Source: an optimization exercise on an open RTL-to-GDS flow (aim: small area, a short achievable clock period and few clock cycles). Production flows keep margins and buffers that such runs may drop.
In this exercise RTL edits were held to simulation tests only and were not proved equivalent to the original.
Power and IR drop assume default switching activity.

==> yarrow: inputs <==
==> flow/design.v <==
module sasanqua_core
    (
        input wire          CLK,
        input wire          RST,
        output wire         INST_RDEN,
        output wire [31:0]  INST_RIADDR,
        input wire  [31:0]  INST_ROADDR,
        input wire          INST_RVALID,
        input wire  [31:0]  INST_RDATA,
        output wire         DATA_RDEN,
        output wire [31:0]  DATA_RIADDR,
        input wire  [31:0]  DATA_ROADDR,
        input wire          DATA_RVALID,
        input wire  [31:0]  DATA_RDATA,
        output wire         DATA_WREN,
        output wire [3:0]   DATA_WSTRB,
        output wire [31:0]  DATA_WADDR,
        output wire [31:0]  DATA_WDATA
    );
    reg  [31:1] nf;          
    reg  [31:1] pcd;         
    reg         fv;          
    reg         e_v;
    reg  [31:0] e_a, e_b;
    reg  [11:0] e_imm;       
    reg  [31:1] e_tgt;       
    reg  [31:1] e_link;      
    reg  [4:0]  e_rd;
    reg  [2:0]  e_f3;
    reg         e_alt;       
    reg         e_we;        
    reg         e_load, e_store, e_branch, e_pred, e_jalr, e_csr, e_trap, e_rep;
    reg         e_early;     
    reg  [3:0]  e_cause;
    reg  [4:0]  e_sh;        
    reg  [10:0] e_sel;
    reg  [4:0]  e_csel;      
    reg  [31:0] m_res, m_addr;      
    reg  [4:0]  m_rd;
    reg  [2:0]  m_f3;
    reg         m_we, m_load, m_store, m_redir;
    reg         w_we;
    reg  [4:0]  w_rd;
    reg  [31:0] w_data;
    reg         w_load;
    reg  [2:0]  w_f3;
    reg  [1:0]  w_off;
    reg  [31:0] mstatus, mtvec, mscratch, mepc, mcause;
    reg  [31:0] rf [1:31];
    wire        m_redirect = m_redir;
    assign DATA_RDEN   = 1'b1;
    assign DATA_RIADDR = m_addr;
    assign DATA_WREN   = m_store;
    assign DATA_WADDR  = m_addr;
    assign DATA_WDATA  = m_res;
    assign DATA_WSTRB  = m_f3[1] ? 4'b1111 : m_f3[0] ? 4'b0011 : 4'b0001;
    wire        e_ex       = e_v && !m_redirect;
    wire        e_redirect = e_early && !m_redirect;
    wire [32:0] addsub;
    ks_add alu_add (.A(e_a), .B(e_alt ? ~e_b : e_b), .CI(e_alt), .S(addsub));
    wire        eq  = e_a == e_b;
    wire        ltu = e_a < e_b;
    wire        lt  = (e_a[31] ^ e_b[31]) ? e_a[31] : ltu;
    reg         taken;
    always @* begin
        case (e_f3)
            3'd0:    taken = eq;
            3'd1:    taken = !eq;
            3'd4:    taken = lt;
            3'd5:    taken = !lt;
            3'd6:    taken = ltu;
            default: taken = !ltu;
        endcase
    end
    wire        sh_left = e_sel[9];
    reg  [31:0] sh_in, sh_rev;
    integer     k;
    always @* begin
        for (k = 0; k < 32; k = k + 1)
            sh_in[k] = sh_left ? e_a[31-k] : e_a[k];
    end
    wire [32:0] sh_ext = {e_alt && e_a[31], sh_in};
    wire [32:0] sh_out = $signed(sh_ext) >>> e_sh;
    always @* begin
        for (k = 0; k < 32; k = k + 1)
            sh_rev[k] = sh_left ? sh_out[31-k] : sh_out[k];
    end
    wire [31:0] csr_old = ({32{e_csel[0]}} & mstatus) | ({32{e_csel[1]}} & mtvec) |
                          ({32{e_csel[2]}} & mscratch) | ({32{e_csel[3]}} & mepc) |
                          ({32{e_csel[4]}} & mcause);
    reg  [31:0] csr_new;
    always @* begin
        case (e_f3)
            3'd1:    csr_new = e_a;
            3'd3:    csr_new = csr_old & ~e_a;
            3'd7:    csr_new = csr_old & ~e_a & 32'h3fff_ffff;
            default: csr_new = csr_old | e_a;
        endcase
    end
    wire [31:0] e_res = ({32{e_sel[10]}} & addsub[31:0]) |
                        ({32{e_sel[9]}}  & sh_rev) |
                        ({32{e_sel[8]}}  & sh_rev) |
                        {31'b0, e_sel[7] & lt} |
                        {31'b0, e_sel[6] & ltu} |
                        ({32{e_sel[5]}}  & (e_a ^ e_b)) |
                        ({32{e_sel[4]}}  & (e_a | e_b)) |
                        ({32{e_sel[3]}}  & (e_a & e_b)) |
                        ({32{e_sel[2]}}  & csr_old) |
                        ({32{e_sel[1]}}  & {e_link, 1'b0}) |
                        ({32{e_sel[0]}}  & e_b);
    wire [32:0] agu;
    ks_add agu_add (.A(e_a), .B({{20{e_imm[11]}}, e_imm}), .CI(1'b0), .S(agu));
    wire        mispredict = e_branch && (taken != e_pred);
    wire [31:0] e_addr = e_branch ? (taken ? {e_tgt, 1'b0} : {e_link, 1'b0}) : agu[31:0];
    wire [31:0] ld_sh = DATA_RDATA >> {w_off, 3'b000};
    reg  [31:0] ld_val;
    always @* begin
        case (w_f3)
            3'd0:    ld_val = {{24{ld_sh[7]}}, ld_sh[7:0]};
            3'd4:    ld_val = {24'b0, ld_sh[7:0]};
            3'd1:    ld_val = {{16{ld_sh[15]}}, ld_sh[15:0]};
            3'd5:    ld_val = {16'b0, ld_sh[15:0]};
            default: ld_val = ld_sh;
        endcase
    end
    wire [31:0] w_val = w_load ? ld_val : w_data;
    wire [31:0] inst = INST_RDATA;
    wire [6:0]  op   = inst[6:0];
    wire [2:0]  f3   = inst[14:12];
    wire [6:0]  f7   = inst[31:25];
    wire [4:0]  rd   = inst[11:7];
    wire [4:0]  rs1  = inst[19:15];
    wire [4:0]  rs2  = inst[24:20];
    wire [31:0] imm_i = {{20{inst[31]}}, inst[31:20]};
    wire [31:0] imm_b = {{19{inst[31]}}, inst[31], inst[7], inst[30:25], inst[11:8], 1'b0};
    wire [31:0] imm_u = {inst[31:12], 12'b0};
    wire [31:0] imm_j = {{11{inst[31]}}, inst[31], inst[19:12], inst[20], inst[30:21], 1'b0};
    wire o_op     = op == 7'b0110011;
    wire o_opimm  = op == 7'b0010011;
    wire o_lui    = op == 7'b0110111;
    wire o_auipc  = op == 7'b0010111;
    wire o_jal    = op == 7'b1101111;
    wire o_jalr   = op == 7'b1100111;
    wire o_branch = op == 7'b1100011;
    wire o_load   = op == 7'b0000011;
    wire o_store  = op == 7'b0100011;
    wire o_system = op == 7'b1110011;
    wire o_fence  = op == 7'b0001111;
    wire f7_zero  = f7 == 7'b0000000;
    wire f7_alt   = f7 == 7'b0100000;
    wire d_alu_ok = o_op ? (f7_zero || (f7_alt && (f3 == 3'd0 || f3 == 3'd5))) :
                    (f3 == 3'd1) ? f7_zero :
                    (f3 == 3'd5) ? (f7_zero || f7_alt) : 1'b1;
    wire d_alu    = ((o_op || o_opimm) && d_alu_ok) || o_lui || o_auipc;
    wire d_arith  = o_op || o_opimm;
    wire d_load   = o_load && (f3 == 3'd0 || f3 == 3'd1 || f3 == 3'd2 || f3 == 3'd4 || f3 == 3'd5);
    wire d_store  = o_store && (f3 == 3'd0 || f3 == 3'd1 || f3 == 3'd2);
    wire d_branch = o_branch && (f3 != 3'd2) && (f3 != 3'd3);
    wire d_jalr   = o_jalr && (f3 == 3'd0);
    wire d_csr    = o_system && (f3 != 3'd0) && (f3 != 3'd4);
    wire d_env    = o_system && (f3 == 3'd0) && f7_zero;
    wire d_ill    = !(o_op || o_opimm || o_lui || o_auipc || o_jal || o_jalr || o_branch ||
                      o_load || o_store || o_system || o_fence);
    wire d_trap   = d_env || d_ill;
    wire [3:0] d_cause = d_ill ? 4'd2 : (inst[31:20] == 12'h000) ? 4'd11 : 4'd3;
    wire d_we     = (d_alu || d_load || d_csr || o_jal || d_jalr) && (rd != 5'd0);
    wire use_rs1  = !(o_lui || o_auipc || o_jal || (o_system && f3[2]));
    wire use_rs2  = o_op || o_branch || o_store;
    wire [31:0] sel1 = 32'b1 << rs1;
    wire [31:0] sel2 = 32'b1 << rs2;
    reg  [31:0] rf1, rf2;
    integer     r;
    always @* begin
        rf1 = 32'b0;
        rf2 = 32'b0;
        for (r = 1; r < 32; r = r + 1) begin
            rf1 = rf1 | ({32{sel1[r]}} & rf[r]);
            rf2 = rf2 | ({32{sel2[r]}} & rf[r]);
        end
    end
    wire e_fwd = e_ex && e_we && !e_load;
    wire m_fwd = m_we && !m_load;
    wire [31:0] byp1 = (e_fwd && e_rd == rs1) ? e_res :
                       (m_fwd && m_rd == rs1) ? m_res :
                       (w_we  && w_rd == rs1) ? w_val : rf1;
    wire [31:0] byp2 = (e_fwd && e_rd == rs2) ? e_res :
                       (m_fwd && m_rd == rs2) ? m_res :
                       (w_we  && w_rd == rs2) ? w_val : rf2;
    wire e_ld  = e_v && e_load && e_we;
    wire m_ld  = m_load && m_we;
    wire dep   = (use_rs1 && ((e_ld && e_rd == rs1) || (m_ld && m_rd == rs1))) ||
                 (use_rs2 && ((e_ld && e_rd == rs2) || (m_ld && m_rd == rs2))) ||
                 (d_trap && e_v && e_csr && e_csel[1]);
    wire [31:0] d_a = o_lui ? 32'b0 : o_auipc ? {pcd, 1'b0} :
                      (o_system && f3[2]) ? {27'b0, rs1} : byp1;
    wire [31:0] d_b = (o_lui || o_auipc) ? imm_u : o_opimm ? imm_i : byp2;
    wire [31:0] t_off = op[3] ? imm_j : imm_b;
    wire [32:0] t_sum;
    ks_add tgt_add (.A({pcd, 1'b0}), .B(t_off), .CI(1'b0), .S(t_sum));
    wire [31:1] d_tgt = t_sum[31:1];
    wire pred   = d_branch && inst[31];
    wire [31:1] fetch_addr = m_redirect ? m_addr[31:1] : nf;
    wire        take       = fv && !m_redirect && !e_redirect;
    assign INST_RDEN   = 1'b1;
    assign INST_RIADDR = {fetch_addr, 1'b0};
    always @(posedge CLK) begin
        if (RST) begin
            nf       <= 31'b0;
            fv       <= 1'b0;
            e_v      <= 1'b0;
            m_we     <= 1'b0;
            m_store  <= 1'b0;
            m_redir  <= 1'b0;
            w_we     <= 1'b0;
        end
        else begin
            nf       <= !take ? fetch_addr + 31'd2 :
                        dep ? pcd : d_trap ? {mtvec[31:2], 1'b0} :
                        (o_jal || pred) ? d_tgt : fetch_addr + 31'd2;
            fv       <= 1'b1;
            e_v      <= take;
            m_we     <= e_ex && e_we;
            m_store  <= e_ex && e_store;
            m_redir  <= e_ex && (e_jalr || mispredict);
            w_we     <= m_we;
        end
        pcd <= fetch_addr;
        e_a        <= d_a;
        e_b        <= d_b;
        e_imm      <= o_store ? {inst[31:25], inst[11:7]} : inst[31:20];
        e_tgt      <= d_tgt;
        e_link     <= pcd + 31'd2;
        e_rd       <= rd;
        e_f3       <= (o_lui || o_auipc) ? 3'd0 : f3;
        e_alt      <= (o_op || (o_opimm && f3 == 3'd5)) && inst[30];
        e_we       <= d_we && !dep;
        e_load     <= d_load;
        e_store    <= d_store && !dep;
        e_branch   <= d_branch && !dep;
        e_pred     <= pred;
        e_jalr     <= d_jalr && !dep;
        e_sh       <= d_b[4:0];
        e_sel      <= {d_arith && f3 == 3'd0, d_arith && f3 == 3'd1, d_arith && f3 == 3'd5,
                       d_arith && f3 == 3'd2, d_arith && f3 == 3'd3, d_arith && f3 == 3'd4,
                       d_arith && f3 == 3'd6, d_arith && f3 == 3'd7, o_system,
                       o_jal || o_jalr, o_store} |
                      {o_lui || o_auipc, 10'b0};
        e_csr      <= d_csr && !dep;
        e_trap     <= d_trap && !dep;
        e_rep      <= dep;
        e_early    <= !RST && take && (dep || d_trap || o_jal || pred);
        e_cause    <= d_cause;
        e_csel     <= {inst[31:20] == 12'h342, inst[31:20] == 12'h341, inst[31:20] == 12'h340,
                       inst[31:20] == 12'h305, inst[31:20] == 12'h300};
        m_res   <= e_res;
        m_addr  <= e_addr;
        m_rd    <= e_rd;
        m_f3    <= e_f3;
        m_load  <= e_load;
        w_rd   <= m_rd;
        w_data <= m_res;
        w_load <= m_load;
        w_f3   <= m_f3;
        w_off  <= m_addr[1:0];
        if (RST) begin
            mstatus  <= 32'b0;
            mtvec    <= 32'b0;
            mscratch <= 32'b0;
            mepc     <= 32'b0;
            mcause   <= 32'b0;
        end
        else if (e_ex && e_trap) begin
            mstatus  <= {24'b0, mstatus[3], 7'b0};
            mepc     <= {e_link - 31'd2, 1'b0};
            mcause   <= {28'b0, e_cause};
        end
        else if (e_ex && e_csr) begin
            if (e_csel[0]) mstatus  <= csr_new;
            if (e_csel[1]) mtvec    <= csr_new;
            if (e_csel[2]) mscratch <= csr_new;
            if (e_csel[3]) mepc     <= csr_new;
            if (e_csel[4]) mcause   <= csr_new;
        end
    end
    genvar g;
    generate
        for (g = 1; g < 32; g = g + 1) begin : regs
            always @(posedge CLK)
                if (w_we && w_rd == g)
                    rf[g] <= w_val;
        end
    endgenerate
endmodule
module ks_add
    (
        input wire  [31:0]  A,
        input wire  [31:0]  B,
        input wire          CI,
        output wire [32:0]  S
    );
    wire [31:0] p  = A ^ B;
    wire [31:0] g0 = (A & B) | {31'b0, p[0] & CI};
    wire [31:0] t0 = p;
    wire [31:0] g1 = g0 | (t0 & {g0[30:0],  1'b0});
    wire [31:0] t1 = t0 &       {t0[30:0],  1'b0};
    wire [31:0] g2 = g1 | (t1 & {g1[29:0],  2'b0});
    wire [31:0] t2 = t1 &       {t1[29:0],  2'b0};
    wire [31:0] g3 = g2 | (t2 & {g2[27:0],  4'b0});
    wire [31:0] t3 = t2 &       {t2[27:0],  4'b0};
    wire [31:0] g4 = g3 | (t3 & {g3[23:0],  8'b0});
    wire [31:0] t4 = t3 &       {t3[23:0],  8'b0};
    wire [31:0] g  = g4 | (t4 & {g4[15:0], 16'b0});
    assign S = {g[31], p ^ {g[30:0], CI}};
endmodule
==> flow/run.sh <==
#!/bin/bash
# synth_recipe.tcl (not shown) runs the flow's synth.tcl, then flattens the netlist and writes it again
# the make line also repeats each setting of config.mk as NAME=value (left out here)
make -C /OpenROAD-flow-scripts/flow DESIGN_CONFIG=/design/flow/config.mk WORK_HOME=/design/flow/orfs CLKGATE_MAP_FILE= SYNTH_SCRIPT=/design/flow/synth_recipe.tcl finish
==> flow/config.mk <==
export PLATFORM = sky130hd
export DESIGN_NAME = sasanqua_core
export DESIGN_NICKNAME = sasanqua_core
export VERILOG_FILES = /design/flow/design.v
export SDC_FILE = /design/flow/constraint.sdc
export NUM_CORES = 4
export LEC_CHECK = 0
export CAP_MARGIN = 20
export CORE_MARGIN = 2
export CORE_UTILIZATION = 40
export CTS_CLUSTER_DIAMETER = 70
export CTS_CLUSTER_SIZE = 32
export PLACE_DENSITY = 0.5
export SETUP_SLACK_MARGIN = 4.3
export SLEW_MARGIN = 20
==> flow/constraint.sdc <==
create_clock -name core_clock -period 8.0 [get_ports {CLK}]
set_input_delay 1.6000 -clock core_clock [delete_from_list [all_inputs] [get_ports {CLK}]]
set_output_delay 1.6000 -clock core_clock [all_outputs]
set_load 0.01 [all_outputs]
==> lagoon: changes against yarrow <==
--- a/flow/config.mk
+++ b/flow/config.mk
@@ -8,8 +8,6 @@
 export CAP_MARGIN = 20
 export CORE_MARGIN = 2
 export CORE_UTILIZATION = 40
-export CTS_CLUSTER_DIAMETER = 70
-export CTS_CLUSTER_SIZE = 32
 export PLACE_DENSITY = 0.5
 export SETUP_SLACK_MARGIN = 4.3
 export SLEW_MARGIN = 20
==> qor summary <==
Result of the run: yarrow finished clean; lagoon finished clean
Filler cell count: yarrow 16.9k; lagoon 16.8k
Logic pwr share: yarrow 0.197; lagoon 0.178
Worst Setup Slack, final: yarrow 4.07 ns; lagoon 4.16 ns
Top cell by count, worst path: yarrow sky130_fd_sc_hd__mux2i_1; lagoon sky130_fd_sc_hd__a211oi_2
Worst-path clk slew: yarrow 0.10 ns; lagoon 0.06 ns
Total Routed Length: yarrow 421 mm; lagoon 422 mm
Clock buffer count in the final layout: yarrow 113; lagoon 214
Final worst hold slack: yarrow 0.390 ns; lagoon 0.384 ns
Initial antenna violation count: yarrow 29; lagoon 26
WL met3: yarrow 54.6 mm; lagoon 55.9 mm
Critical Path Slowest Stage Cell: yarrow sky130_fd_sc_hd__clkdlybuf4s50_1; lagoon sky130_fd_sc_hd__mux4_2
Global router's overall resource usage: yarrow 0.424; lagoon 0.424
Critical path data required time: yarrow 8.69 ns; lagoon 8.70 ns
Clock latency reported for the late side of the worst-skew pair: yarrow 0.86 ns; lagoon 0.90 ns
Switching power of the nets: yarrow 5.86 mW; lagoon 5.97 mW
Post-CTS Setup Inserts: yarrow 226; lagoon 193
Launch point of the worst path: yarrow DATA_RDATA[28]; lagoon DATA_RDATA[15]
Number of buffers and inverters on the critical path: yarrow 2; lagoon 4
Design Power: yarrow 18.4 mW; lagoon 20.4 mW
Non-clock buffer count: yarrow 841; lagoon 790
Resize count post-CTS: yarrow 728; lagoon 691
Number of optimization iterations in the first detailed-route pass: yarrow 7; lagoon 9
Final worst path period need: yarrow 3.93 ns; lagoon 3.84 ns
Cell-internal power: yarrow 12.6 mW; lagoon 14.5 mW
Via density per instance: yarrow 7.10; lagoon 7.06
Testbench counts of yarrow, summed over its fixed seeds: cycles 130,858.
Testbench counts of lagoon, summed over its fixed seeds: cycles 130,858.

-- port drivers added, routing unchanged --
How much do the figures lean on ideal ports? The routed layouts below were timed once more, with nothing changed but the port constraints.
Step 1 (the two cells are an assumption about what drives the block):
set clk [get_ports {CLK}]
set_driving_cell -lib_cell sky130_fd_sc_hd__clkbuf_16 $clk
set_driving_cell -lib_cell sky130_fd_sc_hd__buf_2 [delete_from_list [all_inputs] $clk]
Step 2 also shifts input and output timing later by t, the mid clock arrival at the registers, as if the neighbouring blocks saw the same clock.
a / b / c = ideal ports / drivers / drivers and shift; a / b = the first two.
run | shift t [ns] | setup slack, ns | worst hold slack (ns) | worst setup path at the end | worst register clock-pin slew, ns
yarrow | 0.901 | 4.065 / 4.023 / 3.122 | 0.390 / 0.390 / 0.390 | input to register | 0.11 / 0.11
lagoon | 0.944 | 4.158 / 4.058 / 3.114 | 0.384 / 0.384 / 0.384 | input to register | 0.07 / 0.07
After both steps setup and hold are still met in every run listed. The setup slack of lagoon, which loses most, moves by -0.100 ns with the drivers and by -1.044 ns with both steps.
